This design comes from an exercise in tuning for small area and a short achievable clock period on the open sky130 flow, not from production work.
Function was checked by simulation only, so behaviour that the tests miss may differ from the original.
Power and IR drop assume default switching activity.

Design fp_add, start of the top module:
module fp_add #(
    parameter pDATA_WIDTH = 64,
    parameter pEXP_WIDTH  = 11,
    parameter pFRAC_WIDTH = 52
) (
    input  [(pDATA_WIDTH-1):0] in_A,
    input  [(pDATA_WIDTH-1):0] in_B,
    input                      clk,
    input                      rst_n,
    input                      in_valid,
    output [(pDATA_WIDTH-1):0] result,
    output                     out_valid
);
Settings: LEC_CHECK=0, ABC_AREA=1, CAP_MARGIN=20, CORE_MARGIN=2, CORE_UTILIZATION=60, SLEW_MARGIN=20; clock period 12.5 ns.
standard.sh (not shown) runs the stock make flow with config.mk's settings and CLKGATE_MAP_FILE= SYNTH_SCRIPT=/design/flow/synth_recipe.tcl, a recipe that flattens the netlist after the stock synthesis.
==> flow/flow/run.sh <==
#!/bin/bash
bash standard.sh ADDER_MAP_FILE= SETUP_SLACK_MARGIN=8.9 \
  "CTS_ARGS=-sink_clustering_enable -repair_clock_nets -sink_clustering_size 16 -sink_clustering_max_diameter 40 -dont_use_dummy_load -buf_list sky130_fd_sc_hd__clkbuf_8 -root_buf sky130_fd_sc_hd__clkbuf_16" \
  POST_GLOBAL_PLACE_TCL=$PWD/flow/post_gpl.tcl "BUFFER_PORTS_ARGS=-buffer_cell sky130_fd_sc_hd__buf_1" finish > standard.log 2>&1
==> flow/flow/post_gpl.tcl <==
# POST_GLOBAL_PLACE hook: every port got a buf_1 buffer (BUFFER_PORTS_ARGS); make the
# output ports' buffers buf_2, which drive the output load faster.
foreach port [get_ports -filter "direction == output"] {
  set net [get_nets [get_full_name $port]]
  foreach pin [get_pins -of_objects $net -filter "direction == output"] {
    set inst [get_cells -of_objects $pin]
    if {[get_property $inst ref_name] eq "sky130_fd_sc_hd__buf_1"} {
      replace_cell $inst sky130_fd_sc_hd__buf_2
    }
  }
}
Next try:
==> flow/flow/run.sh (replaced) <==
#!/bin/bash
bash standard.sh ADDER_MAP_FILE= SETUP_SLACK_MARGIN=8.9 \
  "CTS_ARGS=-sink_clustering_enable -repair_clock_nets -sink_clustering_size 16 -sink_clustering_max_diameter 60 -dont_use_dummy_load -buf_list sky130_fd_sc_hd__clkbuf_8 -root_buf sky130_fd_sc_hd__clkbuf_16" \
  "BUFFER_PORTS_ARGS=-buffer_cell sky130_fd_sc_hd__buf_2" finish > standard.log 2>&1
Settings changed: PLACE_DENSITY set to 0.75.
removed: flow/flow/post_gpl.tcl
The new run completed with no timing, DRC or antenna violations. Design area falls slightly. Power goes down by a few percent. Via count fell slightly. Worst setup slack improves by 0.028 ns. Synthesized area stays the same. Core utilization is lower by 0.41 points.
Next try:
==> flow/flow/run.sh (replaced) <==
#!/bin/bash
bash standard.sh ADDER_MAP_FILE= SETUP_SLACK_MARGIN=8.95 \
  "CTS_ARGS=-sink_clustering_enable -repair_clock_nets -sink_clustering_size 24 -sink_clustering_max_diameter 80 -dont_use_dummy_load" \
  "BUFFER_PORTS_ARGS=-buffer_cell sky130_fd_sc_hd__buf_2" finish > standard.log 2>&1
Settings changed: PLACE_DENSITY 0.75 to not set.
Result:
- The changed run passed the timing, DRC and antenna checks
- area after synthesis is unchanged
- final cell count stays flat
- worst setup slack degrades by 0.050 ns
Next try:
Settings changed: CORE_UTILIZATION 60 to 65.
The changed run finished clean.
Synthesized cell count does not change.
Cell count goes down slightly.
Critical path depth stays the same.
Die area goes down by a little under a tenth.
Wire length goes up slightly.
Cell area barely changes.
Clock skew goes down by 0.0049 ns.
Worst setup slack loses 0.019 ns.
Combinational power is about the same.
Total power goes up slightly.
Next try:
==> flow/flow/run.sh (replaced) <==
#!/bin/bash
# The standard layout (standard.sh), with these changes:
#  - timing repair aimed below the clock period (SETUP_SLACK_MARGIN);
#  - clock tree: sink clusters of at most 16 flip-flops, clkbuf_8 below a clkbuf_16 root;
#  - port buffers: buf_1 on every port (BUFFER_PORTS_ARGS), then flow/post_gpl.tcl makes the
#    output ports' buffers buf_2.
# standard.sh's make output goes to standard.log; each step's full log is under orfs/logs.
bash standard.sh ADDER_MAP_FILE= SETUP_SLACK_MARGIN=8.9 \
  "CTS_ARGS=-sink_clustering_enable -repair_clock_nets -sink_clustering_size 16 -sink_clustering_max_diameter 60 -dont_use_dummy_load -buf_list sky130_fd_sc_hd__clkbuf_8 -root_buf sky130_fd_sc_hd__clkbuf_16" \
  POST_GLOBAL_PLACE_TCL=$PWD/flow/post_gpl.tcl "BUFFER_PORTS_ARGS=-buffer_cell sky130_fd_sc_hd__buf_1" finish > standard.log 2>&1
==> flow/flow/post_gpl.tcl (new file) <==
# POST_GLOBAL_PLACE hook: every port got a buf_1 buffer (BUFFER_PORTS_ARGS); make the
# output ports' buffers buf_2, which drive the output load faster.
foreach port [get_ports -filter "direction == output"] {
  set net [get_nets [get_full_name $port]]
  foreach pin [get_pins -of_objects $net -filter "direction == output"] {
    set inst [get_cells -of_objects $pin]
    if {[get_property $inst ref_name] eq "sky130_fd_sc_hd__buf_1"} {
      replace_cell $inst sky130_fd_sc_hd__buf_2
    }
  }
}
Settings changed: CORE_UTILIZATION 65 to 60.
What happened:
- The changed run went through all stages and came out clean
- total power goes down by 3.5%
- routed wire length shrinks by 2.5%
- cell count increases by 1.5%
- die area went up by 8.2%
Next try:
==> flow/flow/run.sh (replaced) <==
#!/bin/bash
bash standard.sh SETUP_SLACK_MARGIN=8.9 \
  "CTS_ARGS=-sink_clustering_enable -repair_clock_nets -sink_clustering_size 16 -sink_clustering_max_diameter 60 -dont_use_dummy_load -buf_list sky130_fd_sc_hd__clkbuf_8 -root_buf sky130_fd_sc_hd__clkbuf_16" \
  POST_GLOBAL_PLACE_TCL=$PWD/flow/post_gpl.tcl "BUFFER_PORTS_ARGS=-buffer_cell sky130_fd_sc_hd__buf_1" finish > standard.log 2>&1
Result: The changed run passed the timing, DRC and antenna checks. Sequential share of layout area falls by 0.95 points. Worst hold slack improved by 0.043 ns. Flip-flop and latch count does not change. Synthesized cell count falls by 6.0%. Cell count falls by 4.6%. Utilization rises by 1.8 points. Clock-buffer cell count falls by 1. Routed wire length rises by 9.7%. First-iteration DRC count falls by 23%.

========
Setup of run 1:
Another version of the RTL of fp_add (not shown whole).
Size in the first run: about 4,100 cells after synthesis, roughly 480 flip-flops, about 200 I/O pins, about 27,000 µm² of cells after synthesis.
Design fp_add, start of the top module:
module fp_add #(
    parameter pDATA_WIDTH = 64,
    parameter pEXP_WIDTH  = 11,
    parameter pFRAC_WIDTH = 52
) (
    input  [(pDATA_WIDTH-1):0] in_A,
    input  [(pDATA_WIDTH-1):0] in_B,
    input                      clk,
    input                      rst_n,
    input                      in_valid,
    output [(pDATA_WIDTH-1):0] result,
    output                     out_valid
);
    wire [10:0] ea_s0 = in_A[62:52];
    wire [10:0] eb_s0 = in_B[62:52];
    wire xa_s0 = &ea_s0;
    wire xb_s0 = &eb_s0;
    wire mza_s0 = ~|in_A[51:0];
    wire mzb_s0 = ~|in_B[51:0];
    wire nan_s0 = (xa_s0 & ~mza_s0) | (xb_s0 & ~mzb_s0) | (xa_s0 & xb_s0 & (in_A[63] ^ in_B[63]));
    wire spec_s0 = xa_s0 | xb_s0;
    wire isg_s0 = xa_s0 ? in_A[63] : in_B[63];
    wire [5:0] dab_s0;
    wire [5:0] dba_s0;
    fpa_add #(.N(6)) u_dab_0 (.a(ea_s0[5:0]), .b(~eb_s0[5:0]), .ci(1'b1), .s(dab_s0));
    fpa_add #(.N(6)) u_dba_0 (.a(eb_s0[5:0]), .b(~ea_s0[5:0]), .ci(1'b1), .s(dba_s0));
    wire elt_s0;
    fpa_lt #(.N(11)) u_elt_0 (.a(ea_s0), .b(eb_s0), .lt(elt_s0));
    reg v_al;
    always @(posedge clk or negedge rst_n)
        if (!rst_n) v_al <= 1'b0;
        else v_al <= in_valid;
    reg [63:0] A_al;
    always @(posedge clk) A_al <= in_A;
    reg [63:0] B_al;
    always @(posedge clk) B_al <= in_B;
    reg [5:0] dab_al;
    always @(posedge clk) dab_al <= dab_s0;
    reg [5:0] dba_al;
    always @(posedge clk) dba_al <= dba_s0;
    reg elt_al;
    always @(posedge clk) elt_al <= elt_s0;
    reg isg_al;
    always @(posedge clk) isg_al <= isg_s0;
    reg nan_al;
  ...
==> flow/config.mk <==
export PLATFORM = sky130hd
export DESIGN_NAME = fp_add
export DESIGN_NICKNAME = fp_add
export VERILOG_FILES = /design/flow/design.v
export SDC_FILE = /design/flow/constraint.sdc
export NUM_CORES = 8
export LEC_CHECK = 0
export ABC_AREA = 1
export CAP_MARGIN = 20
export CORE_MARGIN = 2
export CORE_UTILIZATION = 55
export SLEW_MARGIN = 20
==> flow/constraint.sdc <==
create_clock -name core_clock -period 12.5 [get_ports {clk}]
set_input_delay 2.5000 -clock core_clock [delete_from_list [all_inputs] [get_ports {clk}]]
set_output_delay 2.5000 -clock core_clock [all_outputs]
set_load 0.01 [all_outputs]
==> flow/flow/run.sh <==
#!/bin/bash
bash standard.sh ADDER_MAP_FILE= SETUP_SLACK_MARGIN=8.95 \
  "CTS_ARGS=-sink_clustering_enable -repair_clock_nets -sink_clustering_size 24 -sink_clustering_max_diameter 80 -dont_use_dummy_load" \
  "BUFFER_PORTS_ARGS=-buffer_cell sky130_fd_sc_hd__buf_2" finish > standard.log 2>&1
Run 1 reached the final stage; the timing, DRC and antenna checks on its layout passed.
#### Input delta (run 2 over run 1)
Settings: CORE_UTILIZATION: 55 -> 50.
Findings:
- Run 1 → run 2: clock share of power dropped 1.1 points; post-detailed-route wirelength per cell rose by about 1.8%; multi-input logic area flat.
- Number of max-cap violations came out exactly the same in run 1 and run 2.
- The share of the final layout cell area in sequential cells of run 2 falls short of that of run 1 by 0.22 points.
- The flow did not stop early for run 2: all stages ran, and the layout cleared the timing, DRC and antenna checks.
- Going from run 1 to run 2, total power shows no meaningful change, final RePlAce weighted congestion now smaller.
- Diff run 1 -> run 2: number of cells in the design after placement +33; number of H-tree levels -1; hold slack +0.011 ns; clock latency reported for the late side of the worst-skew pair +0.05 ns.
Inputs modified between run 2 and run 3:
Settings: CORE_UTILIZATION: 50 -> 60.
==> flow/flow/run.sh <==
#!/bin/bash
bash standard.sh ADDER_MAP_FILE= SETUP_SLACK_MARGIN=8.9 \
  "CTS_ARGS=-sink_clustering_enable -repair_clock_nets -sink_clustering_size 16 -sink_clustering_max_diameter 60 -dont_use_dummy_load -buf_list sky130_fd_sc_hd__clkbuf_8 -root_buf sky130_fd_sc_hd__clkbuf_16" \
  "BUFFER_PORTS_ARGS=-buffer_cell sky130_fd_sc_hd__buf_2" finish > standard.log 2>&1
==> run notes <==
Run 3 went all the way through synthesis, placement and routing and the layout is clean on timing, DRC and antenna. Lower global-route usage among run 3 and run 2: run 2. [compare] base=run 2 new=run 3: synthesized instance count neither gained nor lost much; cell area after layout lost 430 µm². Run 2 consumes more power than run 3. Run 3 vs. run 2: cell total after placement saw a decrease; clock power went down about 9%. In run 3 relative to run 2, cell leakage power had gone down slightly. Number of signal-net buffers in the layout: lower on run 3. Looking at worst-case hold slack across both flows, run 3 is the weaker of the two, with run 2 ahead. Run 3 vs. run 2: maximum frequency rose 0.0034 GHz, smallest setup slack after layout now larger.

## re-timing with driven ports
The flow's constraints put no driver on any port. The routed layouts listed below were extracted and timed again, unchanged, in two steps. Step 1 sets driving cells, clkbuf_16 on the clock port and buf_2 on the other inputs (assumed; they add their load-dependent delay and slew). Step 2, shift: input delay + t, output delay - t, t = (earliest + latest rising clock arrival at the registers) / 2. This alone moves slack from input paths to output paths. Slacks: no drivers / after step 1 / after step 2; pairs: no drivers / after step 1.
| run | t (ns) | setup slack, ns | slew at the worst register clock pin (ns) |
|---|---|---|---|
| the first run of note 1 | 0.617 | 8.913 / 8.854 / 8.494 | 0.09 / 0.09 |
| the second run of note 1 | 0.588 | 8.940 / 8.885 / 8.487 | 0.10 / 0.10 |
| the third run of note 1 | 0.642 | 8.891 / 8.834 / 8.495 | 0.09 / 0.09 |
| the fourth run of note 1 | 0.649 | 8.871 / 8.813 / 8.468 | 0.10 / 0.10 |
| the fifth run of note 1 | 0.593 | 8.945 / 8.886 / 8.497 | 0.10 / 0.10 |
| the sixth run of note 1 | 0.595 | 8.895 / 8.866 / 8.271 | 0.10 / 0.10 |
| run 1 | 0.611 | 8.941 / 8.880 / 8.441 | 0.09 / 0.09 |
| run 2 | 0.668 | 8.888 / 8.823 / 8.410 | 0.09 / 0.09 |
| run 3 | 0.592 | 8.931 / 8.874 / 8.415 | 0.11 / 0.11 |
After both steps every run listed still meets setup and hold. For the sixth run of note 1, which loses most, drivers alone change the setup slack by -0.029 ns; drivers and shift together by -0.624 ns.
